Background: an optimization exercise with open tools, aiming at small area, a short achievable clock period and few clock cycles per item. Do not read the settings as production practice. Where RTL was checked, it was by simulation tests only, not by an equivalence proof against the original. For run 1, only the layout was checked, not whether the RTL still works.

==> flow/design.v, too long to show whole: its modules and the start of the top module <==
// module add_sub: 7 lines
// module multi: 1750 lines
// module benc: 5 lines
// module fa: 4 lines
// module ha: 4 lines
module multi #(parameter N = 32) (a,b,clk,out,load,done);
  // ...
==> flow/run.sh <==
#!/bin/bash
# synth_recipe.tcl (not shown) runs the flow's synth.tcl, then flattens the netlist and writes it again
# the make line also repeats each setting of config.mk as NAME=value (left out here)
make -C /OpenROAD-flow-scripts/flow DESIGN_CONFIG=/design/flow/config.mk WORK_HOME=/design/flow/orfs CLKGATE_MAP_FILE= SYNTH_SCRIPT=/design/flow/synth_recipe.tcl finish
==> flow/config.mk <==
export PLATFORM = sky130hd
export DESIGN_NAME = multi
export DESIGN_NICKNAME = multi
export VERILOG_FILES = /design/flow/design.v
export SDC_FILE = /design/flow/constraint.sdc
export NUM_CORES = 4
export LEC_CHECK = 0
export ABC_AREA = 1
export CAP_MARGIN = 20
export CORE_MARGIN = 2
export CORE_UTILIZATION = 50
export SETUP_SLACK_MARGIN = 0.1
export SLEW_MARGIN = 20
export SYNTH_HIERARCHICAL = 1
==> flow/constraint.sdc <==
create_clock -name core_clock -period 4.0 [get_ports {clk}]
set_input_delay 0.8000 -clock core_clock [delete_from_list [all_inputs] [get_ports {clk}]]
set_output_delay 0.8000 -clock core_clock [all_outputs]
set_load 0.01 [all_outputs]
==> reports/metrics.cfg, run 1 <==
[sta]
finalSetupViolations = 32
fmax_ghz = 0.237
layout_setup_ws_ns = -0.219
slew_headroom_pct = 48.2
min_period_over_period_pct = 105
hold_viol = 0
tns_ns = -3.52

[clocking]
cts_tree = done
cts_buffers = 17
cts_sinks = 165
holdBufCountCts = 0

[cells_and_area]
drive_above_1_share_pct = 25.9
area_delta_synth_final_pct = 26.0
ff_latch_area_sq_mm = 0.00495
largest_reg_flops = 165
post-route-util_pct = 63.7
reg.largest.list = r (165)

[worst_setup_path]
crit_chain = fa_1 > fa_1 > ha_4 > nand2_4 > nor2_4 > inv_2 > nor3_4 > nand2_2 > nor2_1 > nand2_1 > nand2_1 > nand2_1 > nand2_1 > buf_2
crit_cells = 14
cp.required_ns = 3.20

[status]
failed_checks = setup timing
status = complete, but fails checks

[synthesis]
synth_seq_area_share_pct = 16.3
synth_top_cells_by_count = 637 x nand2_1, 571 x xor2_1, 535 x inv_1, 496 x o22ai_1, 425 x fa_1

[grt]
met3_usage_pct = 7.42

[floorplanning]
start_util_pct = 50.5

[placed_design]
dp_cells = 4678

[drt]
vias_per_cell = 5.72
wl_met2_um = 48100

==> run 2: changes to the inputs <==
--- a/flow/design.v
+++ b/flow/design.v
@@ -5,17 +5,17 @@
 input cin;
 assign add = a + b + cin;
 endmodule
 module multi #(parameter N = 32) (a,b,clk,out,load,done);
   input [N-1:0] a,b;
   input clk,load;
   output [2*N-1:0] out;
   output done;
-  reg [164:0] r;
+  reg [152:0] r;
   reg dn;
   wire neg0 = b[1];
   wire one0_0, two0_0, ng0_0;
   benc ue0_0 (b[1], b[0], 1'b0, one0_0, two0_0, ng0_0);
   wire one0_1, two0_1, ng0_1;
   benc ue0_1 (b[1], b[0], 1'b0, one0_1, two0_1, ng0_1);
   wire neg1 = b[3];
   wire one1_0, two1_0, ng1_0;
@@ -1393,16 +1393,36 @@
   wire s771, c772;
   fa us771 (c600, c598, s601, s771, c772);
   wire s773, c774;
   fa us773 (c604, c602, s605, s773, c774);
   wire s775, c776;
   fa us775 (c608, c606, s609, s775, c776);
   wire s777, c778;
   fa us777 (c612, c610, s613, s777, c778);
+  wire s779, c780;
+  fa us779 (c616, c614, s617, s779, c780);
+  wire s781, c782;
+  fa us781 (c620, c618, s621, s781, c782);
+  wire s783, c784;
+  fa us783 (c624, c622, s625, s783, c784);
+  wire s785, c786;
+  fa us785 (c628, c626, s629, s785, c786);
+  wire s787, c788;
+  fa us787 (c632, c630, s633, s787, c788);
+  wire s789, c790;
+  fa us789 (c636, c634, s637, s789, c790);
+  wire s791, c792;
+  fa us791 (c640, c638, s641, s791, c792);
+  wire s793, c794;
+  fa us793 (c644, c642, s645, s793, c794);
+  wire s795, c796;
+  fa us795 (c648, c646, s649, s795, c796);
+  wire s797, c798;
+  fa us797 (c652, c650, s653, s797, c798);
   wire s799, c800;
   fa us799 (s659, c654, s657, s799, c800);
   wire s801, c802;
   fa us801 (c660, c658, s661, s801, c802);
   wire s803, c804;
   fa us803 (c664, c662, s665, s803, c804);
   wire s805, c806;
   fa us805 (c668, s669, c666, s805, c806);
@@ -1433,16 +1453,18 @@
   wire s831, c832;
   fa us831 (c718, s721, s723, s831, c832);
   wire s833, c834;
   fa us833 (c722, p15_26, c724, s833, c834);
   wire s835, c836;
   fa us835 (s727, p14_29, p15_27, s835, c836);
   wire s837, c838;
   fa us837 (p14_30, c728, p13_32, s837, c838);
+  wire s839 = ~p14_31;
+  wire c840 = p14_31;
   wire s841, c842;
   ha us841 (neg1, p0_2, s841, c842);
   wire s843, c844;
   ha us843 (p0_3, p1_1, s843, c844);
   wire s845, c846;
   fa us845 (s729, p1_2, p2_0, s845, c846);
   wire s847, c848;
   fa us847 (s731, p2_1, c730, s847, c848);
@@ -1467,16 +1489,18 @@
   wire s867, c868;
   fa us867 (s751, s563, c750, s867, c868);
   wire s869, c870;
   fa us869 (s753, s567, c752, s869, c870);
   wire s871, c872;
   fa us871 (s755, s571, c754, s871, c872);
   wire s873, c874;
   fa us873 (s757, s575, c756, s873, c874);
+  wire s933, c934;
+  fa us933 (c816, c692, s817, s933, c934);
   wire s935, c936;
   fa us935 (c818, c696, s819, s935, c936);
   wire s937, c938;
   fa us937 (s821, s703, c820, s937, c938);
   wire s939, c940;
   fa us939 (s823, c704, c822, s939, c940);
   wire s941, c942;
   fa us941 (c824, s711, s825, s941, c942);
@@ -1487,276 +1511,240 @@
   wire s947, c948;
   fa us947 (c830, c720, s831, s947, c948);
   wire s949, c950;
   fa us949 (c832, s725, s833, s949, c950);
   wire s951, c952;
   fa us951 (c834, c726, s835, s951, c952);
   wire s953, c954;
   fa us953 (s837, p15_28, c836, s953, c954);
+  wire s955, c956;
+  fa us955 (c838, p15_29, s839, s955, c956);
+  wire s957, c958;
+  fa us957 (p15_30, c840, p14_32, s957, c958);
   always @(posedge clk) begin
     if (load) begin
       dn <= 1'b1;
-      r[0] <= c614;
-      r[1] <= s617;
-      r[2] <= c616;
-      r[3] <= c618;
-      r[4] <= s621;
-      r[5] <= c620;
-      r[6] <= c622;
-      r[7] <= s625;
-      r[8] <= c624;
-      r[9] <= c626;
-      r[10] <= s629;
-      r[11] <= c628;
-      r[12] <= c630;
-      r[13] <= s633;
-      r[14] <= c632;
-      r[15] <= c634;
-      r[16] <= s637;
-      r[17] <= c636;
-      r[18] <= c638;
-      r[19] <= s641;
-      r[20] <= c640;
-      r[21] <= c642;
-      r[22] <= s645;
-      r[23] <= c644;
-      r[24] <= c646;
-      r[25] <= s649;
-      r[26] <= c648;
-      r[27] <= c650;
-      r[28] <= s653;
-      r[29] <= c652;
-      r[30] <= p14_31;
-      r[31] <= s579;
-      r[32] <= c758;
-      r[33] <= s759;
-      r[34] <= s583;
-      r[35] <= c760;
-      r[36] <= s761;
-      r[37] <= s587;
-      r[38] <= c762;
-      r[39] <= s763;
-      r[40] <= s591;
-      r[41] <= c764;
-      r[42] <= s765;
-      r[43] <= s595;
-      r[44] <= c766;
-      r[45] <= s767;
-      r[46] <= s599;
-      r[47] <= c768;
-      r[48] <= s769;
-      r[49] <= s603;
-      r[50] <= c770;
-      r[51] <= s771;
-      r[52] <= s607;
-      r[53] <= c772;
-      r[54] <= s773;
-      r[55] <= s611;
-      r[56] <= c774;
-      r[57] <= s775;
-      r[58] <= s615;
-      r[59] <= c776;
-      r[60] <= s777;
-      r[61] <= s619;
-      r[62] <= c778;
-      r[63] <= s623;
-      r[64] <= s627;
-      r[65] <= s631;
-      r[66] <= s635;
-      r[67] <= s639;
-      r[68] <= s643;
-      r[69] <= s647;
-      r[70] <= s651;
-      r[71] <= s655;
-      r[72] <= c656;
-      r[73] <= s799;
-      r[74] <= s663;
-      r[75] <= s801;
-      r[76] <= c800;
-      r[77] <= s667;
-      r[78] <= c802;
-      r[79] <= s803;
-      r[80] <= s671;
-      r[81] <= c804;
-      r[82] <= s805;
-      r[83] <= s675;
-      r[84] <= c806;
-      r[85] <= s807;
-      r[86] <= s679;
-      r[87] <= s809;
-      r[88] <= c808;
-      r[89] <= s683;
-      r[90] <= c810;
-      r[91] <= s811;
-      r[92] <= s687;
-      r[93] <= s813;
-      r[94] <= c812;
-      r[95] <= s691;
-      r[96] <= c814;
-      r[97] <= s815;
-      r[98] <= c692;
-      r[99] <= s817;
-      r[100] <= c816;
-      r[101] <= p15_29;
-      r[102] <= c838;
-      r[103] <= p14_32;
-      r[104] <= p15_30;
-      r[105] <= p15_31;
-      r[106] <= neg0;
-      r[107] <= p0_0;
-      r[108] <= p0_1;
-      r[109] <= s841;
-      r[110] <= p1_0;
-      r[111] <= c842;
-      r[112] <= s843;
-      r[113] <= c844;
-      r[114] <= s845;
-      r[115] <= c846;
-      r[116] <= s847;
-      r[117] <= c848;
-      r[118] <= s849;
-      r[119] <= c850;
-      r[120] <= s851;
-      r[121] <= c852;
-      r[122] <= s853;
-      r[123] <= c854;
-      r[124] <= s855;
-      r[125] <= c856;
-      r[126] <= s857;
-      r[127] <= c858;
-      r[128] <= s859;
-      r[129] <= c860;
-      r[130] <= s861;
-      r[131] <= c862;
-      r[132] <= s863;
-      r[133] <= c864;
-      r[134] <= s865;
-      r[135] <= c866;
-      r[136] <= s867;
-      r[137] <= c868;
-      r[138] <= s869;
-      r[139] <= c870;
-      r[140] <= s871;
-      r[141] <= c872;
-      r[142] <= s873;
-      r[143] <= c874;
-      r[144] <= s935;
-      r[145] <= c936;
-      r[146] <= s937;
-      r[147] <= c938;
-      r[148] <= s939;
-      r[149] <= c940;
-      r[150] <= s941;
-      r[151] <= c942;
-      r[152] <= s943;
-      r[153] <= c944;
-      r[154] <= s945;
-      r[155] <= c946;
-      r[156] <= s947;
-      r[157] <= c948;
-      r[158] <= s949;
-      r[159] <= c950;
-      r[160] <= s951;
-      r[161] <= c952;
-      r[162] <= s953;
-      r[163] <= c954;
-      r[164] <= p15_32;
+      r[0] <= s579;
+      r[1] <= c758;
+      r[2] <= s759;
+      r[3] <= s583;
+      r[4] <= c760;
+      r[5] <= s761;
+      r[6] <= s587;
+      r[7] <= c762;
+      r[8] <= s763;
+      r[9] <= s591;
+      r[10] <= c764;
+      r[11] <= s765;
+      r[12] <= s595;
+      r[13] <= c766;
+      r[14] <= s767;
+      r[15] <= s599;
+      r[16] <= c768;
+      r[17] <= s769;
+      r[18] <= s603;
+      r[19] <= c770;
+      r[20] <= s771;
+      r[21] <= s607;
+      r[22] <= c772;
+      r[23] <= s773;
+      r[24] <= s611;
+      r[25] <= c774;
+      r[26] <= s775;
+      r[27] <= s615;
+      r[28] <= c776;
+      r[29] <= s777;
+      r[30] <= s619;
+      r[31] <= c778;
+      r[32] <= s779;
+      r[33] <= s623;
+      r[34] <= c780;
+      r[35] <= s781;
+      r[36] <= s627;
+      r[37] <= c782;
+      r[38] <= s783;
+      r[39] <= s631;
+      r[40] <= c784;
+      r[41] <= s785;
+      r[42] <= s635;
+      r[43] <= c786;
+      r[44] <= s787;
+      r[45] <= s639;
+      r[46] <= c788;
+      r[47] <= s789;
+      r[48] <= s643;
+      r[49] <= c790;
+      r[50] <= s791;
+      r[51] <= s647;
+      r[52] <= c792;
+      r[53] <= s793;
+      r[54] <= s651;
+      r[55] <= c794;
+      r[56] <= s795;
+      r[57] <= s655;
+      r[58] <= c796;
+      r[59] <= s797;
+      r[60] <= c656;
+      r[61] <= s799;
+      r[62] <= c798;
+      r[63] <= s663;
+      r[64] <= s801;
+      r[65] <= c800;
+      r[66] <= s667;
+      r[67] <= c802;
+      r[68] <= s803;
+      r[69] <= s671;
+      r[70] <= c804;
+      r[71] <= s805;
+      r[72] <= s675;
+      r[73] <= c806;
+      r[74] <= s807;
+      r[75] <= s679;
+      r[76] <= s809;
+      r[77] <= c808;
+      r[78] <= s683;
+      r[79] <= c810;
+      r[80] <= s811;
+      r[81] <= s687;
+      r[82] <= s813;
+      r[83] <= c812;
+      r[84] <= s691;
+      r[85] <= c814;
+      r[86] <= s815;
+      r[87] <= p15_31;
+      r[88] <= neg0;
+      r[89] <= p0_0;
+      r[90] <= p0_1;
+      r[91] <= s841;
+      r[92] <= p1_0;
+      r[93] <= c842;
+      r[94] <= s843;
+      r[95] <= c844;
+      r[96] <= s845;
+      r[97] <= c846;
+      r[98] <= s847;
+      r[99] <= c848;
+      r[100] <= s849;
+      r[101] <= c850;
+      r[102] <= s851;
+      r[103] <= c852;
+      r[104] <= s853;
+      r[105] <= c854;
+      r[106] <= s855;
+      r[107] <= c856;
+      r[108] <= s857;
+      r[109] <= c858;
+      r[110] <= s859;
+      r[111] <= c860;
+      r[112] <= s861;
+      r[113] <= c862;
+      r[114] <= s863;
+      r[115] <= c864;
+      r[116] <= s865;
+      r[117] <= c866;
+      r[118] <= s867;
+      r[119] <= c868;
+      r[120] <= s869;
+      r[121] <= c870;
+      r[122] <= s871;
+      r[123] <= c872;
+      r[124] <= s873;
+      r[125] <= c874;
+      r[126] <= s933;
+      r[127] <= c934;
+      r[128] <= s935;
+      r[129] <= c936;
+      r[130] <= s937;
+      r[131] <= c938;
+      r[132] <= s939;
+      r[133] <= c940;
+      r[134] <= s941;
+      r[135] <= c942;
+      r[136] <= s943;
+      r[137] <= c944;
+      r[138] <= s945;
+      r[139] <= c946;
+      r[140] <= s947;
+      r[141] <= c948;
+      r[142] <= s949;
+      r[143] <= c950;
+      r[144] <= s951;
+      r[145] <= c952;
+      r[146] <= s953;
+      r[147] <= c954;
+      r[148] <= s955;
+      r[149] <= c956;
+      r[150] <= s957;
+      r[151] <= c958;
+      r[152] <= p15_32;
     end
   end
-  wire s779, c780;
-  fa us779 (r[2], r[0], r[1], s779, c780);
-  wire s781, c782;
-  fa us781 (r[5], r[3], r[4], s781, c782);
-  wire s783, c784;
-  fa us783 (r[8], r[6], r[7], s783, c784);
-  wire s785, c786;
-  fa us785 (r[11], r[9], r[10], s785, c786);
-  wire s787, c788;
-  fa us787 (r[14], r[12], r[13], s787, c788);
-  wire s789, c790;
-  fa us789 (r[17], r[15], r[16], s789, c790);
-  wire s791, c792;
-  fa us791 (r[20], r[18], r[19], s791, c792);
-  wire s793, c794;
-  fa us793 (r[23], r[21], r[22], s793, c794);
-  wire s795, c796;
-  fa us795 (r[26], r[24], r[25], s795, c796);
-  wire s797, c798;
-  fa us797 (r[29], r[27], r[28], s797, c798);
-  wire s839 = ~r[30];
-  wire c840 = r[30];
   wire s875, c876;
-  fa us875 (r[33], r[31], r[32], s875, c876);
+  fa us875 (r[2], r[0], r[1], s875, c876);
   wire s877, c878;
-  fa us877 (r[36], r[34], r[35], s877, c878);
+  fa us877 (r[5], r[3], r[4], s877, c878);
   wire s879, c880;
-  fa us879 (r[39], r[37], r[38], s879, c880);
+  fa us879 (r[8], r[6], r[7], s879, c880);
   wire s881, c882;
-  fa us881 (r[42], r[40], r[41], s881, c882);
+  fa us881 (r[11], r[9], r[10], s881, c882);
   wire s883, c884;
-  fa us883 (r[45], r[43], r[44], s883, c884);
+  fa us883 (r[14], r[12], r[13], s883, c884);
   wire s885, c886;
-  fa us885 (r[48], r[46], r[47], s885, c886);
+  fa us885 (r[17], r[15], r[16], s885, c886);
   wire s887, c888;
-  fa us887 (r[51], r[49], r[50], s887, c888);
+  fa us887 (r[20], r[18], r[19], s887, c888);
   wire s889, c890;
-  fa us889 (r[54], r[52], r[53], s889, c890);
+  fa us889 (r[23], r[21], r[22], s889, c890);
   wire s891, c892;
-  fa us891 (r[57], r[55], r[56], s891, c892);
+  fa us891 (r[26], r[24], r[25], s891, c892);
   wire s893, c894;
-  fa us893 (r[60], r[58], r[59], s893, c894);
+  fa us893 (r[29], r[27], r[28], s893, c894);
   wire s895, c896;
-  fa us895 (s779, r[61], r[62], s895, c896);
+  fa us895 (r[32], r[30], r[31], s895, c896);
   wire s897, c898;
-  fa us897 (s781, r[63], c780, s897, c898);
+  fa us897 (r[35], r[33], r[34], s897, c898);
   wire s899, c900;
-  fa us899 (s783, r[64], c782, s899, c900);
+  fa us899 (r[38], r[36], r[37], s899, c900);
   wire s901, c902;
-  fa us901 (s785, r[65], c784, s901, c902);
+  fa us901 (r[41], r[39], r[40], s901, c902);
   wire s903, c904;
-  fa us903 (s787, r[66], c786, s903, c904);
+  fa us903 (r[44], r[42], r[43], s903, c904);
   wire s905, c906;
-  fa us905 (s789, r[67], c788, s905, c906);
+  fa us905 (r[47], r[45], r[46], s905, c906);
   wire s907, c908;
-  fa us907 (s791, r[68], c790, s907, c908);
+  fa us907 (r[50], r[48], r[49], s907, c908);
   wire s909, c910;
-  fa us909 (s793, r[69], c792, s909, c910);
+  fa us909 (r[53], r[51], r[52], s909, c910);
   wire s911, c912;
-  fa us911 (s795, r[70], c794, s911, c912);
+  fa us911 (r[56], r[54], r[55], s911, c912);
   wire s913, c914;
-  fa us913 (s797, r[71], c796, s913, c914);
+  fa us913 (r[59], r[57], r[58], s913, c914);
   wire s915, c916;
-  fa us915 (c798, r[72], r[73], s915, c916);
+  fa us915 (r[62], r[60], r[61], s915, c916);
   wire s917, c918;
-  fa us917 (r[76], r[74], r[75], s917, c918);
+  fa us917 (r[65], r[63], r[64], s917, c918);
   wire s919, c920;
-  fa us919 (r[79], r[77], r[78], s919, c920);
+  fa us919 (r[68], r[66], r[67], s919, c920);
   wire s921, c922;
-  fa us921 (r[82], r[80], r[81], s921, c922);
+  fa us921 (r[71], r[69], r[70], s921, c922);
   wire s923, c924;
-  fa us923 (r[85], r[83], r[84], s923, c924);
+  fa us923 (r[74], r[72], r[73], s923, c924);
   wire s925, c926;
-  fa us925 (r[88], r[86], r[87], s925, c926);
+  fa us925 (r[77], r[75], r[76], s925, c926);
   wire s927, c928;
-  fa us927 (r[91], r[89], r[90], s927, c928);
+  fa us927 (r[80], r[78], r[79], s927, c928);
   wire s929, c930;
-  fa us929 (r[94], r[92], r[93], s929, c930);
+  fa us929 (r[83], r[81], r[82], s929, c930);
   wire s931, c932;
-  fa us931 (r[97], r[95], r[96], s931, c932);
-  wire s933, c934;
-  fa us933 (r[100], r[98], r[99], s933, c934);
-  wire s955, c956;
-  fa us955 (s839, r[101], r[102], s955, c956);
-  wire s957, c958;
-  fa us957 (r[104], c840, r[103], s957, c958);
-  wire s959 = ~r[105];
-  wire c960 = r[105];
-  wire [2*N-1:0] x0 = {1'b1, c960, c958, c956, r[163], r[161], r[159], r[157], r[155], r[153], r[151], r[149], r[147], r[145], c934, c932, c930, c928, c926, c924, c922, c920, c918, c916, c914, c912, c910, c908, c906, c904, c902, c900, c898, c896, c894, c892, c890, c888, c886, c884, c882, c880, c878, c876, r[143], r[141], r[139], r[137], r[135], r[133], r[131], r[129], r[127], r[125], r[123], r[121], r[119], r[117], r[115], r[113], r[111], r[109], r[108], r[106]};
-  wire [2*N-1:0] x1 = {1'b0, r[164], s959, s957, s955, r[162], r[160], r[158], r[156], r[154], r[152], r[150], r[148], r[146], r[144], s933, s931, s929, s927, s925, s923, s921, s919, s917, s915, s913, s911, s909, s907, s905, s903, s901, s899, s897, s895, s893, s891, s889, s887, s885, s883, s881, s879, s877, s875, r[142], r[140], r[138], r[136], r[134], r[132], r[130], r[128], r[126], r[124], r[122], r[120], r[118], r[116], r[114], r[112], r[110], 1'b0, r[107]};
+  fa us931 (r[86], r[84], r[85], s931, c932);
+  wire s959 = ~r[87];
+  wire c960 = r[87];
+  wire [2*N-1:0] x0 = {1'b1, c960, r[151], r[149], r[147], r[145], r[143], r[141], r[139], r[137], r[135], r[133], r[131], r[129], r[127], c932, c930, c928, c926, c924, c922, c920, c918, c916, c914, c912, c910, c908, c906, c904, c902, c900, c898, c896, c894, c892, c890, c888, c886, c884, c882, c880, c878, c876, r[125], r[123], r[121], r[119], r[117], r[115], r[113], r[111], r[109], r[107], r[105], r[103], r[101], r[99], r[97], r[95], r[93], r[91], r[90], r[88]};
+  wire [2*N-1:0] x1 = {1'b0, r[152], s959, r[150], r[148], r[146], r[144], r[142], r[140], r[138], r[136], r[134], r[132], r[130], r[128], r[126], s931, s929, s927, s925, s923, s921, s919, s917, s915, s913, s911, s909, s907, s905, s903, s901, s899, s897, s895, s893, s891, s889, s887, s885, s883, s881, s879, s877, s875, r[124], r[122], r[120], r[118], r[116], r[114], r[112], r[110], r[108], r[106], r[104], r[102], r[100], r[98], r[96], r[94], r[92], 1'b0, r[89]};
   assign out = x0 + x1;
   assign done = dn;
 endmodule
 module benc (input b1, input b0, input bm1, output one, output two, output neg);
   assign one = b0 ^ bm1;
   assign two = (b1 & ~b0 & ~bm1) | (~b1 & b0 & bm1);
   assign neg = b1;
 endmodule
==> flow/config.mk (replaced) <==
export PLATFORM = sky130hd
export DESIGN_NAME = multi
export DESIGN_NICKNAME = multi
export VERILOG_FILES = /design/flow/design.v
export SDC_FILE = /design/flow/constraint.sdc
export NUM_CORES = 4
export LEC_CHECK = 0
export ABC_AREA = 1
export CAP_MARGIN = 5
export CORE_MARGIN = 2
export CORE_UTILIZATION = 50
export SETUP_SLACK_MARGIN = 0.1
export SLEW_MARGIN = 5
export SYNTH_HIERARCHICAL = 1
==> run 2 against run 1 <==
- now clean on timing, DRC and antenna
- critical path type is now in -> reg
- maximum frequency is 7.4% higher
- area after synthesis down 1.2%
- largest cell class unchanged
- clock-buffer cell count grew 2
- critical path depth is 3 lower
- cell count grew 0.42%
- routed wire length rose by 3.3%
- sequential share of layout area decreased by 1.2 points
- synthesized cell count shrank 0.20%
- global-route usage increased by 1.2 points
==> reports/metrics.cfg, run 2 <==
[worst_setup_path]
slowest_stage = fa_2  ; was fa_1
cp_common_cell = fa_2  ; was nand2_1
critPathMaxFanout = 6  ; was 4
cp.required_ns = 4.20  ; was 3.20 ns
path_buf_inv = 4  ; was 2
start_kind = input port  ; was flip-flop
critical_path.max_stage_delay_ns = 0.60  ; was 0.56 ns
critPathTopFamily = adder cells  ; unchanged
arrival_ns = 4.13  ; was 3.42 ns
worstSetupPathType = in -> reg  ; was reg -> out
crit_chain = dlygate4sd2_1 > inv_2 > buf_12 > buf_6 > o22ai_4 > xor2_2 > fa_2 > fa_2 > fa_2 > fa_2 > fa_1  ; was fa_1 > fa_1 > ha_4 > nand2_4 > nor2_4 > inv_2 > nor3_4 > nand2_2 > nor2_1 > nand2_1 > nand2_1 > nand2_1 > nand2_1 > buf_2
end_kind = flip-flop  ; was primary output
crit_cells = 11  ; was 14

[sta]
grt_setup_unrepaired = true  ; unchanged
worstMarginPinSlew_ns = 0.921  ; was 0.769 ns
fmax_ghz = 0.255  ; was 0.237 GHz
drv_slew = 0  ; unchanged
slew_headroom_pct = 38.6  ; was 48.2%
tns_ns = 0  ; was -3.52 ns
min_period_over_period_pct = 98.2  ; was 105%
min_period_ns = 3.93  ; was 4.22 ns
finalSetupViolations = 0  ; was 32
hold_viol = 0  ; unchanged

[synthesis]
synthCells = 3556  ; was 3563
synth-edff-count = 153  ; was 165
synth_area_per_cell_sq_um = 8.46  ; was 8.54 sq um
synth_ff_type = edfxtp_1  ; unchanged
synth_seq_cells = 153  ; was 165
yosysUniqueCellTypes = 33  ; was 34
synth_top_area_share_pct = 28.3  ; was 28.0%
yosys_warnings = 7  ; unchanged
yosys.area.top_type = fa_1  ; unchanged
yosysMostFrequentCell = nand2_1  ; unchanged
synth_seq_area_share_pct = 15.3  ; was 16.3%
synthArstFlopShare_pct = 0  ; unchanged
synth_area_leaders = fa_1 28%, xor2_1 17%, edfxtp_1 15%  ; was fa_1 28%, xor2_1 16%, edfxtp_1 16%
syn_area_sq_mm = 0.0301  ; was 0.0304 sq mm
synth_top_cells_by_count = 642 x nand2_1, 571 x xor2_1, 536 x inv_1, 496 x o22ai_1, 425 x fa_1  ; was 637 x nand2_1, 571 x xor2_1, 535 x inv_1, 496 x o22ai_1, 425 x fa_1

[cells_and_area]
area_delta_synth_final_pct = 29.9  ; was 26.0%
finalNonFillerCells = 4771  ; was 4751
reg.largest.list = r (153)  ; was r (165)
largest_register = r  ; unchanged
largest_reg_flops = 153  ; was 165
drive_above_1_share_pct = 27.4  ; was 25.9%
mostFrequentLayoutCells = 570 x nand2_1, 526 x xor2_1, 474 x inv_1, 429 x buf_4, 415 x o22ai_1  ; was 547 x xor2_1, 514 x nand2_1, 473 x inv_1, 454 x o22ai_1, 410 x buf_4
fin_nets = 4586  ; was 4559
final_common_cell = nand2_1  ; was xor2_1

[run]
maxCapViolCount = 0  ; unchanged

[grt]
grt_max_degree = 87  ; was 67
grt_pass1_wl_um = 167000  ; was 162000 um
first_global_vias = 27770  ; was 27202
overflow = 0  ; unchanged
grt_util_all_layers_pct = 35.5  ; was 34.4%
antenna_found_initial = 2  ; was 0

[drt]
drtIter0Drc = 2380  ; was 2684
vias = 27543  ; was 27154
drc = 0  ; unchanged
wire_per_inst_um = 23.5  ; was 22.8 um
ant_nets = 0  ; unchanged
routed_wl_um = 112000  ; was 108000 um
dr.pass1.iters = 5  ; unchanged
vias_per_cell = 5.77  ; was 5.72

[clocking]
cts_buffers = 17  ; unchanged
clk_path_buf_depth = 2  ; unchanged
cts_sinks = 153  ; was 165
root_buffer = clkbuf_16  ; unchanged
cts_tree = done  ; unchanged
h-tree-depth = 4  ; unchanged
clk_pin_slew_worst_paths_ns = 0.07  ; about the same

[floorplanning]
num_rows = 89  ; was 90
die_h_um = 249  ; was 251 um
ios = 131  ; unchanged
start_util_pct = 50.8  ; was 50.5%
dieArea_sq_mm = 0.0621  ; was 0.0629 sq mm
die_x_um = 249  ; was 251 um
design.core.area_sq_mm = 0.0592  ; was 0.0602 sq mm

[placed_design]
port_buffers = 129  ; unchanged
place.gp.congestion = 0.987  ; was 0.968
dp_hpwl_um = 87900  ; was 88700 um
dp_cells = 4634  ; was 4678

[status]
status = no timing/DRC/antenna violations  ; was complete, but fails checks

[min_path]
hp-class = in -> reg  ; unchanged
holdPathEnd = r[92]  ; was r[106]
hold_path_depth = 1  ; unchanged
min_from = load  ; unchanged

==> run 2: cell types whose count changed after synthesis, moves of 3 or more <==
cell	delta
nand2_2	-3
nand2_1	+5
buf_1	+4
edfxtp_1	-12
nor2_1	+3
clkbuf_1	-3
==> run 2: through the flow <==
| stage | cell area (sq um) | hold WS [ns] | setup slack [ns] | util [%] |
|---|---|---|---|---|
| after floorplan | 30300 | 0.899 | 0.0285 | - |
| after global placement | 35100 | 1.39 | -0.780 | 59.2 |
| after detailed placement | 35100 | 1.41 | -0.840 | 59.2 |
| after CTS | 37800 | 0.908 | 0.0727 | 63.8 |
| after global routing | 39000 | 0.935 | -0.00408 | 65.9 |
| final | 39100 | 0.896 | 0.0708 | 65.9 |
==> run 2: layout make-up <==
type	instances	area [sq um]
flip-flops and latches	153	4590
fillers	4891	20200
repair buffers	653	6110
clock inverters	13	146
clock buffers	19	433
multi-input cells	2609	24700
inverters	543	2090
repair inverters	6	46.3
diodes	2	5.00
well taps	773	967
==> run 2: per-module statistics from Yosys (local to each module, per instance) <==
module | times used | cells inside | flops+latches
fa | 425 | 1 | 0
multi | 1 | 2836 | 153
ha | 39 | 1 | 0
benc | 32 | 8 | 0
==> run 2: repair_timing <==
| action | 4_1_cts | 5_1_grt |
|---|---|---|
| gates cloned | 11 | 2 |
| buffers inserted | 69 | 21 |
| hold buffers | 0 | 0 |
| pin swaps | 102 | 145 |
| gates resized for setup | 455 | 324 |
| endpoints found under the setup margin | 135 | 103 |
==> run 2: cell families after synthesis <==
| family | Yosys count | share of synthesized area [%] |
|---|---|---|
| xor+xnor | 591 | 17.2 |
| other cells | 2 | 0.0250 |
| compound gates | 569 | 11.6 |
| fa+ha+maj | 537 | 33.0 |
| buf+inv | 799 | 10.6 |
| simple gates | 905 | 12.4 |
| flops | 153 | 15.3 |
==> run 2: layer usage <==
metal | global-route usage (%) | up-vias | wire length, um
li1 | - | 12308 | -
met1 | 48.6 | 13623 | 46100
met2 | 55.3 | 1374 | 50100
met3 | 7.44 | 236 | 10800
met4 | 14.2 | 2 | 4910
met5 | 0 | - | 13
==> run 2: how the worst max path moves through the flow <==
stage | startpoint | endpoint | slack [ns]
floorplan | b[8] | r[38] | 0.03
global placement | b[16] | r[38] | -0.78
detailed placement | b[16] | r[38] | -0.84
CTS | r[53] | out[55] | 0.07
global route | b[4] | r[50] | -0.004
finish | a[27] | r[50] | 0.07
Testbench counts of run 2, summed over its fixed seeds: cycles 2,048, items 2,048.
==> run 3: changes to the inputs <==
--- a/flow/config.mk
+++ b/flow/config.mk
@@ -8,7 +8,8 @@
 export ABC_AREA = 1
-export CAP_MARGIN = 5
+export CAP_MARGIN = 20
 export CORE_MARGIN = 2
 export CORE_UTILIZATION = 50
+export PLACE_DENSITY = 0.75
 export SETUP_SLACK_MARGIN = 0.1
-export SLEW_MARGIN = 5
+export SLEW_MARGIN = 20
 export SYNTH_HIERARCHICAL = 1
==> run 3 against run 2 <==
- the layout now fails its checks (setup timing)
- sequential share of layout area decreased by 0.078 points
- first-iteration DRC count up 62%
- area after synthesis did not move
- critical path depth up 2
- via count rose by 5.5%
- clock-buffer cell count is 2 lower
- cell count is 0.31% lower
- global-route usage fell by 1.1 points
- worst setup slack worse by 0.094 ns
- critical path type unchanged
==> reports/metrics.cfg, run 3 <==
[worst_setup_path]
critPathMaxFanout = 15  ; was 6
worstSetupPathType = in -> reg  ; unchanged
slowest_stage = fa_1  ; was fa_2
critical_path.max_stage_delay_ns = 0.53  ; was 0.60 ns
crit_path_end = r[50]  ; unchanged
critPathTopFamily = adder cells  ; unchanged
crit_chain = buf_4 > inv_1 > nand3_1 > nand2_1 > inv_1 > buf_12 > o22ai_4 > xor2_2 > fa_1 > fa_1 > fa_1 > fa_2 > fa_1  ; was dlygate4sd2_1 > inv_2 > buf_12 > buf_6 > o22ai_4 > xor2_2 > fa_2 > fa_2 > fa_2 > fa_2 > fa_1
start_kind = input port  ; unchanged
crit_cells = 13  ; was 11
end_kind = flip-flop  ; unchanged
arrival_ns = 4.20  ; was 4.13 ns
path_buf_inv = 4  ; unchanged
cp.required_ns = 4.18  ; was 4.20 ns
cp-startpoint = b[6]  ; was a[27]
cp_common_cell = fa_1  ; was fa_2

[sta]
worstMarginPinSlew_ns = 0.705  ; was 0.921 ns
hold_viol = 0  ; unchanged
grt_setup_unrepaired = true  ; unchanged
min_period_ns = 4.02  ; was 3.93 ns
fmax_ghz = 0.249  ; was 0.255 GHz
layout_setup_ws_ns = -0.0228  ; was 0.0708 ns
drv_slew = 0  ; unchanged
min_period_over_period_pct = 101  ; was 98.2%
slew_headroom_pct = 53.0  ; was 38.6%
finalSetupViolations = 2  ; was 0

[floorplanning]
start_util_pct = 50.8  ; unchanged
die_x_um = 249  ; unchanged
dieArea_sq_mm = 0.0621  ; unchanged
die_h_um = 249  ; unchanged
ios = 131  ; unchanged
num_rows = 89  ; unchanged
design.core.area_sq_mm = 0.0592  ; unchanged

[drt]
vias_per_cell = 6.11  ; was 5.77
drtIter0Drc = 3849  ; was 2380
drc = 0  ; unchanged
wire_per_inst_um = 24.1  ; was 23.5 um
routed_wl_um = 115000  ; was 112000 um
vias = 29055  ; was 27543
dr.pass1.iters = 7  ; was 5
ant_nets = 0  ; unchanged

[status]
failed_checks = setup timing
status = complete, but fails checks  ; was no timing/DRC/antenna violations

[grt]
first_global_vias = 28291  ; was 27770
overflow = 0  ; unchanged
grt_pass1_wl_um = 164000  ; was 167000 um
antenna_found_initial = 1  ; was 2
grt_util_all_layers_pct = 34.4  ; was 35.5%
grt_max_degree = 72  ; was 87

[cells_and_area]
insertedDiodeCount = 0  ; was 2
largest_register = r  ; unchanged
final_common_cell = nand2_1  ; unchanged
area_delta_synth_final_pct = 30.7  ; was 29.9%
drive_above_1_share_pct = 28.6  ; was 27.4%
reg.largest.list = r (153)  ; unchanged
fin_nets = 4573  ; was 4586
finalNonFillerCells = 4756  ; was 4771
mostFrequentLayoutCells = 560 x nand2_1, 511 x xor2_1, 475 x inv_1, 420 x buf_4, 388 x o22ai_1  ; was 570 x nand2_1, 526 x xor2_1, 474 x inv_1, 429 x buf_4, 415 x o22ai_1
largest_reg_flops = 153  ; unchanged

[clocking]
clk_path_buf_depth = 2  ; unchanged
cts_sinks = 153  ; unchanged
holdBufCountCts = 0  ; unchanged
h-tree-depth = 4  ; unchanged
root_buffer = clkbuf_16  ; unchanged
cts_buffers = 17  ; unchanged
cts_tree = done  ; unchanged
clk_pin_slew_worst_paths_ns = 0.07  ; about the same

[placed_design]
port_buffers = 129  ; unchanged
dp_cells = 4622  ; was 4634
dp_hpwl_um = 80500  ; was 87900 um
place.gp.congestion = 0.990  ; was 0.987

[synthesis]
yosys.area.top_type = fa_1  ; unchanged
synth_seq_cells = 153  ; unchanged
synthXorXnorAreaFrac_pct = 17.2  ; unchanged
synth_top_cells_by_count = 642 x nand2_1, 571 x xor2_1, 536 x inv_1, 496 x o22ai_1, 425 x fa_1  ; unchanged
synth_area_per_cell_sq_um = 8.46  ; unchanged
synth_top_family_by_area = adder cells  ; unchanged
synth_area_leaders = fa_1 28%, xor2_1 17%, edfxtp_1 15%  ; unchanged
synth_compound_gate_area_share_pct = 11.6  ; unchanged
yosysUniqueCellTypes = 33  ; unchanged
synthCells = 3556  ; unchanged
yosys.area_share.simple_pct = 12.4  ; unchanged
muxShareOfSynthArea_pct = 0  ; unchanged
yosysMostFrequentCell = nand2_1  ; unchanged
synth_seq_area_share_pct = 15.3  ; unchanged
synth_top_area_share_pct = 28.3  ; unchanged
synth-edff-count = 153  ; unchanged
yosys_warnings = 7  ; unchanged
syn_area_sq_mm = 0.0301  ; unchanged
synth_ff_type = edfxtp_1  ; unchanged
synthArstFlopShare_pct = 0  ; unchanged
synth_fa_ha_area_share_pct = 33.0  ; unchanged

[run]
maxCapViolCount = 0  ; unchanged

[min_path]
hp-class = in -> reg  ; unchanged

[run 3: cell counts after synthesis]
No cell type changed its count.
[run 3: what timing repair did]
action / 4_1_cts / 5_1_grt
resized for setup: 406 / 425
pin swaps: 120 / 181
endpoints found under the setup margin: 146 / 97
gates cloned: 12 / 2
setup buffers: 52 / 36
[run 3: kinds of logic after synthesis]
| logic type | after synthesis |
|---|---|
| DFF | 153 |
| buffers and inverters | 799 |
| and+or+nand+nor | 905 |
| xor gates and xnor gates | 591 |
| other | 2 |
| AOI/OAI and AO/OA | 569 |
| adders and majority gates | 537 |
[run 3: stage by stage]
step | util, % | setup TNS [ns] | setup WS (ns) | area, sq um | hold slack [ns]
6_report | 66.4 | -0.0302 | -0.0228 | 39300 | 0.858
5_1_grt | 66.4 | -0.445 | -0.122 | 39300 | 0.883
3_5_place_dp | 59.1 | -70.67 | -0.915 | 35000 | 1.34
2_1_floorplan | - | 0 | 0.0285 | 30300 | 0.899
3_3_place_gp | 59.1 | -63.78 | -0.840 | 35000 | 1.33
4_1_cts | 63.2 | 0 | 0.0452 | 37500 | 0.871
[run 3: cell type report]
cell class / instances / area [sq um]
Sequential cell: 153 / 4590
Clock buffer: 17 / 425
Multi-Input combinational cell: 2609 / 25000
Fill cell: 4265 / 19900
Clock inverter: 15 / 188
Inverter: 543 / 2090
Tap cell: 773 / 967
Timing Repair Buffer: 641 / 6050
Timing Repair inverter: 5 / 37.5
[run 3: worst min-delay path by stage]
| stage | startpoint | end | slack, ns | cells past startpoint |
|---|---|---|---|---|
| finish | load | r[141] | 0.86 | 1 |
| global route | load | r[140] | 0.88 | 1 |
| CTS | load | r[141] | 0.87 | 1 |
| detailed placement | load | r[141] | 1.34 | 1 |
| global placement | load | r[141] | 1.33 | 1 |
| floorplan | b[1] | r[88] | 0.90 | 0 |
[run 3: Yosys stat by module (local to each module, per instance)]
module,copies in the design,flip-flops and latches
benc,32,0
fa,425,0
ha,39,0
multi,1,153
[run 3: metal layers]
layer / wire length [um] / GRT usage [%] / up-vias
li1: - / - / 12241
met1: 41000 / 43.0 / 13904
met2: 51400 / 54.4 / 2334
met3: 14700 / 10.0 / 574
met4: 7680 / 17.2 / 2
met5: 13 / 0.232 / -
==> run 4: changes to the inputs <==
--- a/flow/config.mk
+++ b/flow/config.mk
@@ -11,3 +11,2 @@
 export CORE_UTILIZATION = 50
-export PLACE_DENSITY = 0.75
 export SETUP_SLACK_MARGIN = 0.1
==> run 4 against run 3 <==
- the run now finishes clean
- critical path type unchanged
- critical endpoint unchanged
- flip-flop and latch count did not move
- clock-buffer cell count rose by 2
==> reports/metrics.cfg, run 4 <==
[placed_design]
place_ws_ns = -0.840  ; was -0.915 ns
dp_hpwl_um = 87900  ; was 80500 um
place_area_sq_mm = 0.0351  ; was 0.0350 sq mm
place.gp.congestion = 0.987  ; was 0.990
dp_cells = 4634  ; was 4622
port_buffers = 129  ; unchanged

[min_path]
hp-class = in -> reg  ; unchanged
min_from = load  ; unchanged

[cells_and_area]
reg.largest.list = r (153)  ; unchanged
area_delta_synth_final_pct = 29.9  ; was 30.7%
final_common_cell = nand2_1  ; unchanged
fillers = 4891  ; was 4265
largest_register = r  ; unchanged
largest_reg_flops = 153  ; unchanged
mostFrequentLayoutCells = 570 x nand2_1, 526 x xor2_1, 474 x inv_1, 429 x buf_4, 415 x o22ai_1  ; was 560 x nand2_1, 511 x xor2_1, 475 x inv_1, 420 x buf_4, 388 x o22ai_1
finalNonFillerCells = 4771  ; was 4756
fin_nets = 4586  ; was 4573
drive_above_1_share_pct = 27.4  ; was 28.6%
post-route-util_pct = 65.9  ; was 66.4%
fin_area_sq_mm = 0.0391  ; was 0.0393 sq mm

[sta]
slew_headroom_pct = 38.6  ; was 53.0%
finalSetupViolations = 0  ; was 2
grt_setup_unrepaired = true  ; unchanged
min_period_ns = 3.93  ; was 4.02 ns
worstMarginPinSlew_ns = 0.921  ; was 0.705 ns
drv_slew = 0  ; unchanged
fmax_ghz = 0.255  ; was 0.249 GHz
hold_ws_ns = 0.896  ; was 0.858 ns
layout_setup_ws_ns = 0.0708  ; was -0.0228 ns
hold_viol = 0  ; unchanged
min_period_over_period_pct = 98.2  ; was 101%

[grt]
grt_max_degree = 87  ; was 72
first_global_vias = 27770  ; was 28291
overflow = 0  ; unchanged
grt_pass1_wl_um = 167000  ; was 164000 um
grt_util_all_layers_pct = 35.5  ; was 34.4%
antenna_found_initial = 2  ; was 1

[synthesis]
yosys_warnings = 7  ; unchanged
yosysUniqueCellTypes = 33  ; unchanged
synthCells = 3556  ; unchanged
synth_top_area_share_pct = 28.3  ; unchanged
synthArstFlopShare_pct = 0  ; unchanged
syn_area_sq_mm = 0.0301  ; unchanged
yosysMostFrequentCell = nand2_1  ; unchanged
synth_top_cells_by_count = 642 x nand2_1, 571 x xor2_1, 536 x inv_1, 496 x o22ai_1, 425 x fa_1  ; unchanged
synth_ff_type = edfxtp_1  ; unchanged
synth_seq_cells = 153  ; unchanged
yosys.area.top_type = fa_1  ; unchanged
synth-edff-count = 153  ; unchanged
synth_area_per_cell_sq_um = 8.46  ; unchanged
synth_area_leaders = fa_1 28%, xor2_1 17%, edfxtp_1 15%  ; unchanged
synth_seq_area_share_pct = 15.3  ; unchanged

[drt]
routed_wl_um = 112000  ; was 115000 um
drc = 0  ; unchanged
drtIter0Drc = 2380  ; was 3849
ant_nets = 0  ; unchanged
dr.pass1.iters = 5  ; was 7
wire_per_inst_um = 23.5  ; was 24.1 um
vias = 27543  ; was 29055
vias_per_cell = 5.77  ; was 6.11

[clocking]
clk_path_buf_depth = 2  ; unchanged
cts_tree = done  ; unchanged
cts_sinks = 153  ; unchanged
cts_buffers = 17  ; unchanged
clk_pin_slew_worst_paths_ns = 0.07  ; about the same
root_buffer = clkbuf_16  ; unchanged
holdBufCountCts = 0  ; unchanged
h-tree-depth = 4  ; unchanged

[worst_setup_path]
critPathMaxFanout = 6  ; was 15
cp_common_cell = fa_2  ; was fa_1
worstSetupPathType = in -> reg  ; unchanged
slowest_stage = fa_2  ; was fa_1
crit_chain = dlygate4sd2_1 > inv_2 > buf_12 > buf_6 > o22ai_4 > xor2_2 > fa_2 > fa_2 > fa_2 > fa_2 > fa_1  ; was buf_4 > inv_1 > nand3_1 > nand2_1 > inv_1 > buf_12 > o22ai_4 > xor2_2 > fa_1 > fa_1 > fa_1 > fa_2 > fa_1
end_kind = flip-flop  ; unchanged
critical_path.max_stage_delay_ns = 0.60  ; was 0.53 ns
start_kind = input port  ; unchanged
cp-startpoint = a[27]  ; was b[6]
arrival_ns = 4.13  ; was 4.20 ns
cp.required_ns = 4.20  ; was 4.18 ns

[floorplanning]
die_h_um = 249  ; unchanged
num_rows = 89  ; unchanged
start_util_pct = 50.8  ; unchanged
design.core.area_sq_mm = 0.0592  ; unchanged
ios = 131  ; unchanged
die_x_um = 249  ; unchanged
dieArea_sq_mm = 0.0621  ; unchanged

[run]
maxCapViolCount = 0  ; unchanged

[status]
status = no timing/DRC/antenna violations  ; was complete, but fails checks

[run 4: cell counts after synthesis]
Identical to the previous run, type by type.
[run 4: worst paths after layout]
| kind | endpoint | slack [ns] | cells past startpoint |
|---|---|---|---|
| worst max-delay path | r[50] | 0.07 | 11 |
| worst min-delay path | r[92] | 0.90 | 1 |
[run 4: critical path: cells and delay by family]
family	cells	cell delay (ns)
AOI/OAI and AO/OA	1	0.09
buffers and inverters	4	0.58
adders and majority gates	5	2.49
xor gates and xnor gates	1	0.16
[run 4: per-stage QoR]
step           setup TNS, ns
2_1_floorplan              0
5_1_grt             -0.00474
3_5_place_dp          -65.11
6_report                   0
4_1_cts                    0
3_3_place_gp          -60.43
[run 4: per-module statistics from Yosys (local to each module, per instance)]
module	copies in the design	area (sq um)
multi	1	19800
ha	39	12.5
fa	425	20.0
benc	32	41.3
[run 4: timing repair]
action                                  CTS  global route
resized for setup                       455           324
endpoints found under the setup margin  135           103
gates cloned                             11             2
pin swaps                               102           145
buffers inserted                         69            21
[run 4: cells by family after synthesis]
group | after synthesis | synth area share, %
other cells | 2 | 0.0250
fa+ha+maj | 537 | 33.0
simple gates | 905 | 12.4
flops | 153 | 15.3
compound gates | 569 | 11.6
buf+inv | 799 | 10.6
xor+xnor | 591 | 17.2
[run 4: metal layers]
layer / global-route usage [%] / vias to the layer above / wire (um)
li1: - / 12308 / -
met2: 55.3 / 1374 / 50100
met4: 14.2 / 2 / 4910
met5: 0 / - / 13
met3: 7.44 / 236 / 10800
met1: 48.6 / 13623 / 46100
[run 4: cell type report]
| type | count | area, sq um | share of cell area (%) |
|---|---|---|---|
| diodes | 2 | 5.00 | 0.0128 |
| well taps | 773 | 967 | 2.48 |
| clock buffers | 19 | 433 | 1.11 |
| repair buffers | 653 | 6110 | 15.7 |
| flip-flops and latches | 153 | 4590 | 11.8 |
| clock inverters | 13 | 146 | 0.375 |
| repair inverters | 6 | 46.3 | 0.119 |
| inverters | 543 | 2090 | 5.36 |
| multi-input cells | 2609 | 24700 | 63.1 |
==> run 5: changes to the inputs <==
--- a/flow/config.mk
+++ b/flow/config.mk
@@ -11,3 +11,3 @@
 export CORE_UTILIZATION = 50
-export SETUP_SLACK_MARGIN = 0.1
+export SETUP_SLACK_MARGIN = 0.05
 export SLEW_MARGIN = 20
==> run 5 against run 4 <==
- still clean on timing, DRC and antenna
- global-route usage is 0.56 points lower
- core utilization down 0.46 points
- non-clock buffer count down 34
- via count fell by 1.5%
- flip-flop and latch count unchanged
- clock-buffer cell count decreased by 1
- die area stayed put
- cell count decreased by 0.84%
==> reports/metrics.cfg, run 5 <==
[sta]
fmax_ghz = 0.254  ; was 0.255 GHz
drv_slew = 0  ; unchanged
min_period_over_period_pct = 98.3  ; was 98.2%
layout_setup_ws_ns = 0.0668  ; was 0.0708 ns
slew_headroom_pct = 49.4  ; was 38.6%
min_period_ns = 3.93  ; about the same
worstMarginPinSlew_ns = 0.751  ; was 0.921 ns
hold_viol = 0  ; unchanged
finalSetupViolations = 0  ; unchanged
grt_setup_unrepaired = true  ; unchanged

[synthesis]
yosysMostFrequentCell = nand2_1  ; unchanged
yosys_warnings = 7  ; unchanged
synthArstFlopShare_pct = 0  ; unchanged
synth_top_cells_by_count = 642 x nand2_1, 571 x xor2_1, 536 x inv_1, 496 x o22ai_1, 425 x fa_1  ; unchanged
synth_area_leaders = fa_1 28%, xor2_1 17%, edfxtp_1 15%  ; unchanged
synth_seq_cells = 153  ; unchanged
synthCells = 3556  ; unchanged
synth-edff-count = 153  ; unchanged
yosys.area.top_type = fa_1  ; unchanged
synth_seq_area_share_pct = 15.3  ; unchanged
synth_top_area_share_pct = 28.3  ; unchanged
synth_area_per_cell_sq_um = 8.46  ; unchanged
syn_area_sq_mm = 0.0301  ; unchanged
yosysUniqueCellTypes = 33  ; unchanged
synth_ff_type = edfxtp_1  ; unchanged

[placed_design]
port_buffers = 129  ; unchanged
dp_hpwl_um = 88400  ; was 87900 um
place_ws_ns = -0.928  ; was -0.840 ns
dp_cells = 4616  ; was 4634
place.gp.congestion = 0.978  ; was 0.987

[floorplanning]
die_x_um = 249  ; unchanged
start_util_pct = 50.8  ; unchanged
dieArea_sq_mm = 0.0621  ; unchanged
ios = 131  ; unchanged
die_h_um = 249  ; unchanged
num_rows = 89  ; unchanged
design.core.area_sq_mm = 0.0592  ; unchanged

[worst_setup_path]
end_kind = flip-flop  ; unchanged
cp.required_ns = 4.17  ; was 4.20 ns
arrival_ns = 4.10  ; was 4.13 ns
worstSetupPathType = in -> reg  ; unchanged
critPathMaxFanout = 13  ; was 6
start_kind = input port  ; unchanged

[grt]
first_global_vias = 27418  ; was 27770
overflow = 0  ; unchanged
grt_max_degree = 66  ; was 87
grt_pass1_wl_um = 165000  ; was 167000 um
grt_util_all_layers_pct = 35.0  ; was 35.5%
antenna_found_initial = 1  ; was 2

[drt]
dr.pass1.iters = 6  ; was 5
vias = 27143  ; was 27543
drtIter0Drc = 2404  ; was 2380
wire_per_inst_um = 23.2  ; was 23.5 um
routed_wl_um = 110000  ; was 112000 um
vias_per_cell = 5.74  ; was 5.77
ant_nets = 0  ; unchanged
drc = 0  ; unchanged

[cells_and_area]
fin_nets = 4547  ; was 4586
final_common_cell = nand2_1  ; unchanged
reg.largest.list = r (153)  ; unchanged
area_delta_synth_final_pct = 29.0  ; was 29.9%
drive_above_1_share_pct = 26.3  ; was 27.4%
largest_reg_flops = 153  ; unchanged
mostFrequentLayoutCells = 590 x nand2_1, 519 x xor2_1, 481 x inv_1, 395 x o22ai_1, 389 x buf_4  ; was 570 x nand2_1, 526 x xor2_1, 474 x inv_1, 429 x buf_4, 415 x o22ai_1
largest_register = r  ; unchanged
finalNonFillerCells = 4731  ; was 4771

[clocking]
h-tree-depth = 4  ; unchanged
cts_buffers = 17  ; unchanged
clk_path_buf_depth = 2  ; unchanged
cts_tree = done  ; unchanged
root_buffer = clkbuf_16  ; unchanged
cts_sinks = 153  ; unchanged
clk_pin_slew_worst_paths_ns = 0.06  ; was 0.07 ns

[min_path]
hp-class = in -> reg  ; unchanged

[status]
status = no timing/DRC/antenna violations  ; unchanged

[run]
maxCapViolCount = 0  ; unchanged

==> run 5: area by class of cell <==
class,instances,area (sq um)
well taps,773,967
inverters,543,2070
diodes,1,2.50
multi-input cells,2609,24700
clock buffers,18,429
repair buffers,619,5900
clock inverters,14,148
flip-flops and latches,153,4590
repair inverters,1,7.51
fillers,4952,20500
==> run 5: per-layer routing <==
metal | share of wire [%] | GRT usage [%] | routed length, um
met5 | 0 | 0 | 0
met3 | 9.6 | 6.55 | 10500
met4 | 3.9 | 11.6 | 4250
met1 | 42 | 49.3 | 45700
met2 | 45 | 54.3 | 49000
==> run 5: path summary, 6_finish.rpt <==
check              from  cells after the start     to  slack, ns
hold / removal     load                      1  r[88]       0.83
setup / recovery  a[20]                     10  r[46]       0.07
==> run 5: stage by stage <==
stage	util [%]	setup TNS [ns]	hold WS [ns]	cell area, sq um
floorplan	-	0	0.899	30300
global placement	59.1	-65.84	1.31	35000
detailed placement	59.1	-71.25	1.33	35000
CTS	62.8	-0.279	0.854	37200
global route	65.5	-0.00000799	0.842	38800
finish	65.5	0	0.825	38800
==> run 5: logic make-up (layout without fill, tap and decap cells) <==
kind of cell | Yosys count | after routing | share of synthesized area (%)
AND/OR/NAND/NOR | 905 | 905 | 12.4
adder cells (fa/ha/maj) | 537 | 537 | 33.0
buffers and inverters | 799 | 1195 | 10.6
flip-flops | 153 | 153 | 15.3
XOR/XNOR | 591 | 591 | 17.2
other | 2 | 8 | 0.0250
AO/OA/AOI/OAI | 569 | 569 | 11.6
==> run 5: what timing repair did <==
item | CTS | global route
endpoints found under the setup margin | 137 | 98
setup buffers | 51 | 23
cloned | 7 | 3
pin swaps | 104 | 143
hold buffers | 0 | 0
resized for setup | 351 | 363
==> run 5: per-module statistics from Yosys (local to each module, per instance) <==
module | copies in the design | flip-flops and latches | cell area (sq um)
fa | 425 | 0 | 20.0
benc | 32 | 0 | 41.3
ha | 39 | 0 | 12.5
multi | 1 | 153 | 19800
==> run 5: critical path: stages <==
cell and delay [ns]:
clkdlybuf4s50_1 0.46, inv_1 0.06, buf_12 0.15, o22ai_1 0.19
xor2_1 0.24, fa_1 0.47, fa_1 0.51, fa_1 0.44
fa_2 0.36, fa_2 0.39

afterwards: timing with drivers on the ports:
How much do the figures lean on ideal ports? The routed layouts below were timed once more, with nothing changed but the port constraints. Step 1 assumes that a clkbuf_16 drives the clock port and a buf_2 every other input. Step 2 times the ports against the registers' clock, not the clock port: input delays grow and output delays shrink by t, the midpoint of the rising clock arrivals with the driver on. Slacks: no drivers / after step 1 / after step 2; pairs: no drivers / after step 1.
run	shift t [ns]	setup WS [ns]	worst slew at a driven data input, ns
run 1	0.496	-0.219 / -0.269 / -0.346	0.06
run 2	0.500	0.071 / 0.028 / -0.472	0.13
run 3	0.499	-0.023 / -0.001 / -0.500	0.07
run 4	0.500	0.071 / 0.028 / -0.472	0.13
run 5	0.494	0.067 / 0.054 / -0.440	0.07
Met with ideal ports but missed after step 2: setup timing in run 2, run 4 and run 5.
